Source: an optimization exercise on an open RTL-to-GDS flow (aim: a short achievable clock period and few clock cycles). Production flows keep margins and buffers that such runs may drop.
Only simulation tests tie the RTL to the original design; equivalence was not proved.

===== config.mk =====
export PLATFORM = sky130hd
export DESIGN_NAME = veda_cpu
export DESIGN_NICKNAME = veda_cpu
export VERILOG_FILES = /design/flow/design.v
export SDC_FILE = /design/flow/constraint.sdc
export NUM_CORES = 4
export LEC_CHECK = 0
export CAP_MARGIN = 20
export CORE_MARGIN = 2
export CORE_UTILIZATION = 40
export SLEW_MARGIN = 20

===== constraint.sdc =====
create_clock -name core_clock -period 11.0 [get_ports {clk}]
set_input_delay 2.2000 -clock core_clock [delete_from_list [all_inputs] [get_ports {clk}]]
set_output_delay 2.2000 -clock core_clock [all_outputs]
set_load 0.01 [all_outputs]

===== run.sh =====
#!/bin/bash
# synth_recipe.tcl (not shown) runs the flow's synth.tcl, then flattens the netlist and writes it again
# the make line also repeats each setting of config.mk as NAME=value (left out here)
make -C /OpenROAD-flow-scripts/flow DESIGN_CONFIG=/design/flow/config.mk WORK_HOME=/design/flow/orfs CLKGATE_MAP_FILE= SYNTH_SCRIPT=/design/flow/synth_recipe.tcl finish

===== design.v =====
module veda_cpu (
    input             clk,
    input             rst,
    output     [7:0]  imem_addr,
    input      [31:0] imem_rdata,
    output            dmem_we,
    output     [7:0]  dmem_addr,
    output     [31:0] dmem_wdata,
    input      [31:0] dmem_rdata,
    output            halted
);
reg  [7:0]  pc_f;           
reg         d_valid;        
reg  [7:0]  d_pc;
reg         stopped;        
reg         r_valid;
reg  [31:0] r_ins;
reg  [7:0]  r_pc;
reg         e_valid;
reg  [31:0] e_a, e_b;
reg  [7:0]  e_imm8;
reg  [4:0]  e_sh;
reg  [4:0]  e_rd;
reg         e_we;           
reg         e_lw, e_sw, e_br, e_jrx, e_halt, e_pt;
reg         e_beq, e_bne, e_blt, e_ble;
reg         e_add, e_sub, e_and, e_or, e_sll, e_srl, e_slt, e_link;
reg  [8:0]  e_pc1;          
reg  [7:0]  e_btgt;         
reg         m_we, m_lw;
reg  [4:0]  m_rd;
reg  [31:0] m_res;
reg         m_dwe;
reg  [7:0]  m_daddr;
reg  [31:0] m_dwdata;
reg         m_halt;
reg         w_we, w_lw;
reg  [4:0]  w_rd;
reg  [31:0] w_res;
reg         w2_we;
reg  [4:0]  w2_rd;
reg  [31:0] w2_res;
reg  [31:0] rf [0:31];
reg         halted_q;
assign imem_addr  = pc_f;
assign dmem_we    = m_dwe;
assign dmem_addr  = m_daddr;
assign dmem_wdata = m_dwdata;
assign halted     = halted_q;
wire [5:0] op = r_ins[31:26];
wire [5:0] fn = r_ins[5:0];
wire [4:0] rs = r_ins[25:21];
wire [4:0] rt = r_ins[20:16];
wire [4:0] rd = r_ins[15:11];
wire is_r    = (op == 6'b000000);
wire f_add   = is_r & ((fn == 6'b100000) | (fn == 6'b100001));
wire f_sub   = is_r & ((fn == 6'b100010) | (fn == 6'b100011));
wire f_and   = is_r & (fn == 6'b100100);
wire f_or    = is_r & (fn == 6'b100101);
wire f_sll   = is_r & (fn == 6'b000000);
wire f_srl   = is_r & (fn == 6'b000010);
wire f_slt   = is_r & (fn == 6'b101010);
wire f_jr    = is_r & (fn == 6'b001000);
wire i_addi  = (op == 6'b001000);
wire i_subi  = (op == 6'b001001);
wire i_andi  = (op == 6'b001100);
wire i_ori   = (op == 6'b001101);
wire i_slti  = (op == 6'b001010);
wire i_lw    = (op == 6'b100011);
wire i_sw    = (op == 6'b101011);
wire i_beq   = (op == 6'b000100);
wire i_bne   = (op == 6'b000101);
wire i_bgt   = (op == 6'b000111);
wire i_bgte  = (op == 6'b000001);
wire i_bleq  = (op == 6'b000110);
wire i_j     = (op == 6'b000010);
wire i_jal   = (op == 6'b000011);
wire i_halt  = (op == 6'b111111);
wire i_br    = i_beq | i_bne | i_bgt | i_bgte | i_bleq;
wire jr31    = f_jr & (rs == 5'd31);
wire imm_op  = i_addi | i_subi | i_andi | i_ori;
wire wr_rd   = f_add | f_sub | f_and | f_or | f_sll | f_srl | f_slt | i_slti;
wire wr_rt   = imm_op | i_lw;
wire wr_31   = i_jal | f_jr;
wire [4:0] dst = wr_rd ? rd : (wr_31 ? 5'd31 : rt);
wire usesA   = f_add | f_sub | f_and | f_or | f_slt | i_slti | imm_op | i_lw | i_sw
             | i_br | (f_jr & ~jr31);
wire usesB   = f_add | f_sub | f_and | f_or | f_slt | i_slti | f_sll | f_srl | i_sw | i_br;
wire [4:0] ia = i_lw ? 5'd12 : rs;
wire [4:0] ib = rt;
wire [31:0] bx    = e_sub ? ~e_b : e_b;
wire [31:0] sum   = e_a + bx + {31'd0, e_sub};
wire        lt    = $signed(e_a) < $signed(e_b);
wire        eq    = (e_a == e_b);
wire [31:0] alu_e = ({32{e_add | e_sub}} & sum)
                  | ({32{e_and}} & (e_a & e_b))
                  | ({32{e_or}}  & (e_a | e_b))
                  | ({32{e_sll}} & (e_b << e_sh))
                  | ({32{e_srl}} & (e_b >> e_sh))
                  | ({32{e_slt}} & {31'd0, lt})
                  | ({32{e_link}} & {23'd0, e_pc1});
wire taken = (e_beq & eq) | (e_bne & ~eq) | (e_blt & lt) | (e_ble & (lt | eq));
wire mispredict = e_valid & e_br & (taken != e_pt) & (e_imm8 != 8'd0);
wire jrx_redirect = e_valid & e_jrx;
wire redirect_e = mispredict | jrx_redirect;
wire [7:0] target_e = e_jrx ? (e_pc1[7:0] + e_a[7:0]) : (taken ? e_btgt : e_pc1[7:0]);
wire halt_e = e_valid & e_halt;
wire [7:0] daddr_e = e_a[7:0] + e_imm8;
reg [31:0] a_r, b_rf;
always @* begin
    if (e_valid && e_we && e_rd == ia)        a_r = alu_e;
    else if (m_we && m_rd == ia)              a_r = m_res;
    else if (w_we && w_rd == ia)              a_r = w_lw ? dmem_rdata : w_res;
    else if (w2_we && w2_rd == ia)            a_r = w2_res;
    else                                      a_r = rf[ia];
end
always @* begin
    if (e_valid && e_we && e_rd == ib)        b_rf = alu_e;
    else if (m_we && m_rd == ib)              b_rf = m_res;
    else if (w_we && w_rd == ib)              b_rf = w_lw ? dmem_rdata : w_res;
    else if (w2_we && w2_rd == ib)            b_rf = w2_res;
    else                                      b_rf = rf[ib];
end
wire hzA = usesA & ((e_valid & e_lw & e_rd == ia) |
                    (~(e_valid & e_we & e_rd == ia) & m_lw & m_rd == ia));
wire hzB = usesB & ((e_valid & e_lw & e_rd == ib) |
                    (~(e_valid & e_we & e_rd == ib) & m_lw & m_rd == ib));
wire replay_r = r_valid & (hzA | hzB);
wire [31:0] b_r = imm_op ? {16'd0, r_ins[15:0]} : b_rf;
wire [7:0] pc1_r  = r_pc + 8'd1;
wire [7:0] btgt_r = pc1_r + r_ins[7:0];
wire pt_r   = i_br & r_ins[7];
wire pred_r = r_valid & (i_j | i_jal | jr31 | pt_r);
wire [7:0] ptgt_r = i_j ? r_ins[7:0] : (jr31 ? {pc1_r[6:0], 1'b0} : btgt_r);
wire kill_r = redirect_e | halt_e;           
wire flush_d = kill_r | replay_r | pred_r;   
wire r_adv = r_valid & ~kill_r & ~replay_r;  
integer i;
always @(posedge clk) begin
    if (rst) begin
        pc_f     <= 8'd11;
        d_valid  <= 1'b0;
        stopped  <= 1'b0;
        r_valid  <= 1'b0;
        e_valid  <= 1'b0;
        m_we     <= 1'b0;
        m_lw     <= 1'b0;
        m_dwe    <= 1'b0;
        m_halt   <= 1'b0;
        w_we     <= 1'b0;
        w_lw     <= 1'b0;
        w2_we    <= 1'b0;
        halted_q <= 1'b0;
    end else begin
        if (redirect_e)      pc_f <= target_e;
        else if (replay_r)   pc_f <= r_pc;
        else if (pred_r)     pc_f <= ptgt_r;
        else                 pc_f <= pc_f + 8'd1;
        d_valid <= ~flush_d & ~stopped & ~halt_e;
        if (halt_e) stopped <= 1'b1;
        r_valid <= d_valid & ~flush_d & ~stopped;
        e_valid <= r_adv;
        m_we     <= e_valid & e_we;
        m_lw     <= e_valid & e_lw;
        m_dwe    <= e_valid & e_sw;
        m_halt   <= halt_e;
        w_we     <= m_we | m_lw;
        w_lw     <= m_lw;
        w2_we    <= w_we;
        if (halt_e) halted_q <= 1'b1;
    end
    d_pc   <= pc_f;
    r_ins  <= imem_rdata;
    r_pc   <= d_pc;
    e_a    <= a_r;
    e_b    <= b_r;
    e_imm8 <= r_ins[7:0];
    e_sh   <= r_ins[10:6];
    e_rd   <= dst;
    e_we   <= wr_rd | wr_31 | imm_op;
    e_lw   <= i_lw;
    e_sw   <= i_sw;
    e_br   <= i_br;
    e_jrx  <= f_jr & ~jr31;
    e_halt <= i_halt;
    e_pt   <= pt_r;
    e_beq  <= i_beq;
    e_bne  <= i_bne;
    e_blt  <= i_bgt;
    e_ble  <= i_bgte | i_bleq;
    e_add  <= f_add | i_addi;
    e_sub  <= f_sub | i_subi;
    e_and  <= f_and | i_andi;
    e_or   <= f_or  | i_ori;
    e_sll  <= f_sll;
    e_srl  <= f_srl;
    e_slt  <= f_slt | i_slti;
    e_link <= wr_31;
    e_pc1  <= {1'b0, r_pc} + 9'd1;
    e_btgt <= btgt_r;
    m_rd     <= e_rd;
    m_res    <= alu_e;
    m_daddr  <= daddr_e;
    m_dwdata <= e_b;
    w_rd   <= m_rd;
    w_res  <= m_res;
    w2_rd  <= w_rd;
    w2_res <= w_lw ? dmem_rdata : w_res;
    if (rst) begin
        for (i = 0; i < 32; i = i + 1)
            rf[i] <= 32'd0;
    end else if (w2_we) begin
        rf[w2_rd] <= w2_res;
    end
end
endmodule

==> run_results.csv <==
group,metric,value,unit
outcome,outcome,"finished clean",
die,design.portCount,116,
final_layout,num-nets-final,6505,
setup_path,critical_path_required,11700,ps
clock_network,cts_setup_buffers,0,
final_layout,filler_cell_count,16910,
placed_design,portBuffers,115,
timing,tightestPinTransition,1286,ps
setup_path,crit_path_start_kind,"flip-flop",
synth,synth_edf_count,1024,
synth,ys.warnings.count,1,
timing,finalCritPeriodShare,47.42,%
placed_design,post_detail_place_hpwl,172.6,mm
setup_path,criticalPathCategory,"reg -> reg",
drt,drt-vias-per-instance,6.271,
placed_design,placedCellCount,8615,
drt,total_wire_length,278.9,mm
timing,setup_violations,0,
drt,detailed_route_drc_error_count,0,
global_route,grt_start_max_net_pins,122,
final_layout,final_core_util,45.12,%
die,die_area,190900,um2
synth,sequential_share_of_the_synthesized_area,49.90,%
die,die_width,437.0,um
power_and_ir_drop,powerDensity,154.5,nW/um2
clock_network,clock-sinks,1357,
global_route,overflow,0,
power_and_ir_drop,power_report.internal_total,9.251,mW
synth,synthCells,6458,
power_and_ir_drop,power_frac_seq,46.6,%
clock_network,cts-htree-levels,4,
global_route,first_global_vias,53880,
clock_network,number_of_hold_buffers_added_after_cts,0,
timing,final_hold_viol_count,0,
synth,synth_top_family_by_area,"simple AND/OR/NAND/NOR gates",
placed_design,gp_congestion,0.9894,
clock_network,cts_max_path_buffers,3,
synth,synth_most_common_cell,"and2_1",
setup_path,critical-path-top-delay-family,"compound AO/OA/AOI/OAI gates",
synth,muxShareOfSynthArea,16.75,%
global_route,global_route_usage_over_all_layers,28.66,%
final_layout,fin_cells,8887,
power_and_ir_drop,power.switching_fraction,28.56,%
global_route,initial_antenna_violation_count,19,
drt,ant_nets,0,
clock_network,clock_tree_from_tritoncts,"done",
synth,synth.avg_cell_area,11.61,um2
synth,xor_xnor_fraction_of_synth_area,1.262,%
timing,max_clock_freq,191.7,MHz
synth,synth-seq-cells,1357,
drt,drt-pass1-iter-count,7,
timing,layout_min_cycle_time,5216,ps
clock_network,cts_buffers,148,
clock_network,clk_lat_worst_skew,830,ps
clock_network,cts_repair_resize_count,0,
drt,num_vias,55730,
power_and_ir_drop,ir_worst_vdd,0.1324,mV
synth,ys_top_cells_by_area,"edfxtp_1 41%, mux4_2 14%, dfxtp_1 8.9%",
timing,grt_setup_unrepaired,"no",
synth,synth_simple_gate_area_share,17.31,%
run,cap_violations,0,
setup_path,arrival,5920,ps
synth,synth.lib_cells_used.distinct,95,
setup_path,max_fo_critical_path,94,
synth,synth_compound_area_share,8.252,%
setup_path,timing.critical_path.cells,"nand4b_1, o21ai_4, buf_12, buf_4, nand2_1, and3_1, a311oi_1, a31oi_1, o211ai_1, nand3_1, and3_1, a22oi_1",
synth,synth_top_area_share,41.01,%
die,dieHeight,437.0,um
hold_path,hp-class,"reg -> reg",
power_and_ir_drop,power.net_switching,3.698,mW
timing,slew_headroom,13.61,%
synth,mappedNetlistNets,6677,
setup_path,crit_path_end_kind,"flip-flop",
setup_path,critical-path-top-cell-by-count,"and3_1",
die,core_area,185800,um2
synth,post_synth_instance_area,74980,um2
synth,synthAdderAreaFrac,2.593,%
synth,synth_common_cells,"1035 x and2_1, 1024 x edfxtp_1, 696 x nand2_1, 481 x mux4_2, 438 x clkbuf_1",
timing,fin_setup_tns,0,ps
drt,routedWlPerCell,31.39,um
power_and_ir_drop,clock_power_share,37.9,%
timing,slew_viol_final,0,
global_route,grt_first_pass_wirelength,394.4,mm
synth,synthDominantAreaCellType,"edfxtp_1",
power_and_ir_drop,lkg_pwr,30.84,nW
die,start_util,40.35,%
power_and_ir_drop,report.power.total,12.95,mW
synth,synth_flop_cell,"edfxtp_1",
drt,detail_route.iter0.violations,7962,
setup_path,cp_slowest_stage_delay,650,ps
synth,asyncSetResetFlopFracSynth,0,%
timing,skew,42.22,ps
die,std_cell_rows,158,
final_layout,layout-drive-gt1-share,16.01,%
clock_network,cts_root_buf,"clkbuf_16",
setup_path,wp_buf_inv,2,
setup_path,critical-path-slowest-cell,"buf_4",
power_and_ir_drop,share_comb_of_total_power,15.5,%
clock_network,clk_pin_slew_worst_paths,60,ps
final_layout,area_growth_syn_to_layout,11.82,%
[worst paths after layout]
check	startpoint	endpoint	slack, ps	cells past startpoint
setup / recovery	r_ins[27]	e_a[18]	5780	12
hold / removal	d_pc[4]	r_pc[4]	330	0
setup reg to reg	r_ins[27]	e_a[18]	5780	12
hold reg to reg	d_pc[4]	r_pc[4]	330	0
[registers in the layout, indices dropped and copies added (netlist names), 9 cells and up]
register,cells
w2_res,32
e_b,32
e_a,32
r_ins,32
m_dwdata,32
w_res,32
rf,1024
e_pc1,9
m_res,32
[per-stage QoR]
stage,hold slack [ps],worst slack (ps),area [um2]
final,326.9,5784,83840
after global routing,337.5,5701,83830
after CTS,330.8,5867,83820
after detailed placement,314.7,5031,79160
after global placement,311.9,4883,78860
after floorplan,309.6,5003,74980
[layout make-up]
class | instances | area [um2] | area share (%)
timing repair buffer | 283 | 2740 | 3.268
multi-input combinational | 4354 | 35340 | 42.16
antenna | 3 | 7.507 | 0.008954
sequential | 1357 | 37460 | 44.68
inverter | 142 | 534.3 | 0.6372
clock buffer | 191 | 3970 | 4.735
tap | 2480 | 3103 | 3.701
clock inverter | 77 | 680.7 | 0.8119
[power by group through the flow]
stage / Combinational (mW) / Sequential [mW] / Clock (mW)
global route: 2.13 / 6.05 / 5.13
CTS: 1.96 / 6.02 / 4.94
global placement: 1.93 / 6.12 / 0
finish: 2.01 / 6.03 / 4.91
floorplan: 1.28 / 5.99 / 0
detailed placement: 1.95 / 6.13 / 0
[placed cells by master, fill, tap and decap left out, types with 68 or more instances in the layout]
cell	count
and2_1	1035
edfxtp_1	1024
nand2_1	695
mux4_2	481
dfxtp_1	313
nor2_1	242
nand3_1	235
o21ai_0	196
a21oi_1	190
clkbuf_16	151
ha_1	149
buf_4	145
inv_1	137
mux2i_1	126
clkdlybuf4s50_1	115
nor3_1	75
a22oi_1	68
[routing by layer]
layer | wire [um] | vias up | global-route usage [%]
li1 | - | 23360 | -
met1 | 104200 | 28040 | 36.87
met2 | 125900 | 3651 | 44.20
met3 | 36170 | 680 | 9.479
met4 | 12570 | 6 | 12.15
met5 | 41 | - | 0
[cells by family (layout without fill, tap and decap cells)]
logic type,Yosys count,in the layout
AOI/OAI and AO/OA,938,938
xor gates and xnor gates,108,108
adders and majority gates,153,153
buffers and inverters,747,693
DFF,1357,1357
muxes,648,648
other,0,3
and+or+nand+nor,2507,2507
Testbench counts, summed over its fixed seeds: cycles 78,464.

==> what the ideal ports hide <==
The flow's constraints put no driver on any port. The routed layout listed below was extracted and timed again, unchanged, in two steps. Step 1 sets driving cells, clkbuf_16 on the clock port and buf_2 on the other inputs (assumed; they add their load-dependent delay and slew). Step 2 also shifts input and output timing later by t, the mid clock arrival at the registers, as if the neighbouring blocks saw the same clock. Three values: ideal, step 1, step 2; two values: the first two.
shift t [ns]: 0.895
slack for setup (ns): 5.784 / 5.784 / 4.974
worst setup path after step 2: input to register
worst data-port slew with drivers (ns): 0.07
pins driven straight from the clock port: 1
After both steps setup and hold are still met in this run. For this run, drivers alone change the setup slack by 0.000 ns; drivers and shift together by -0.810 ns.
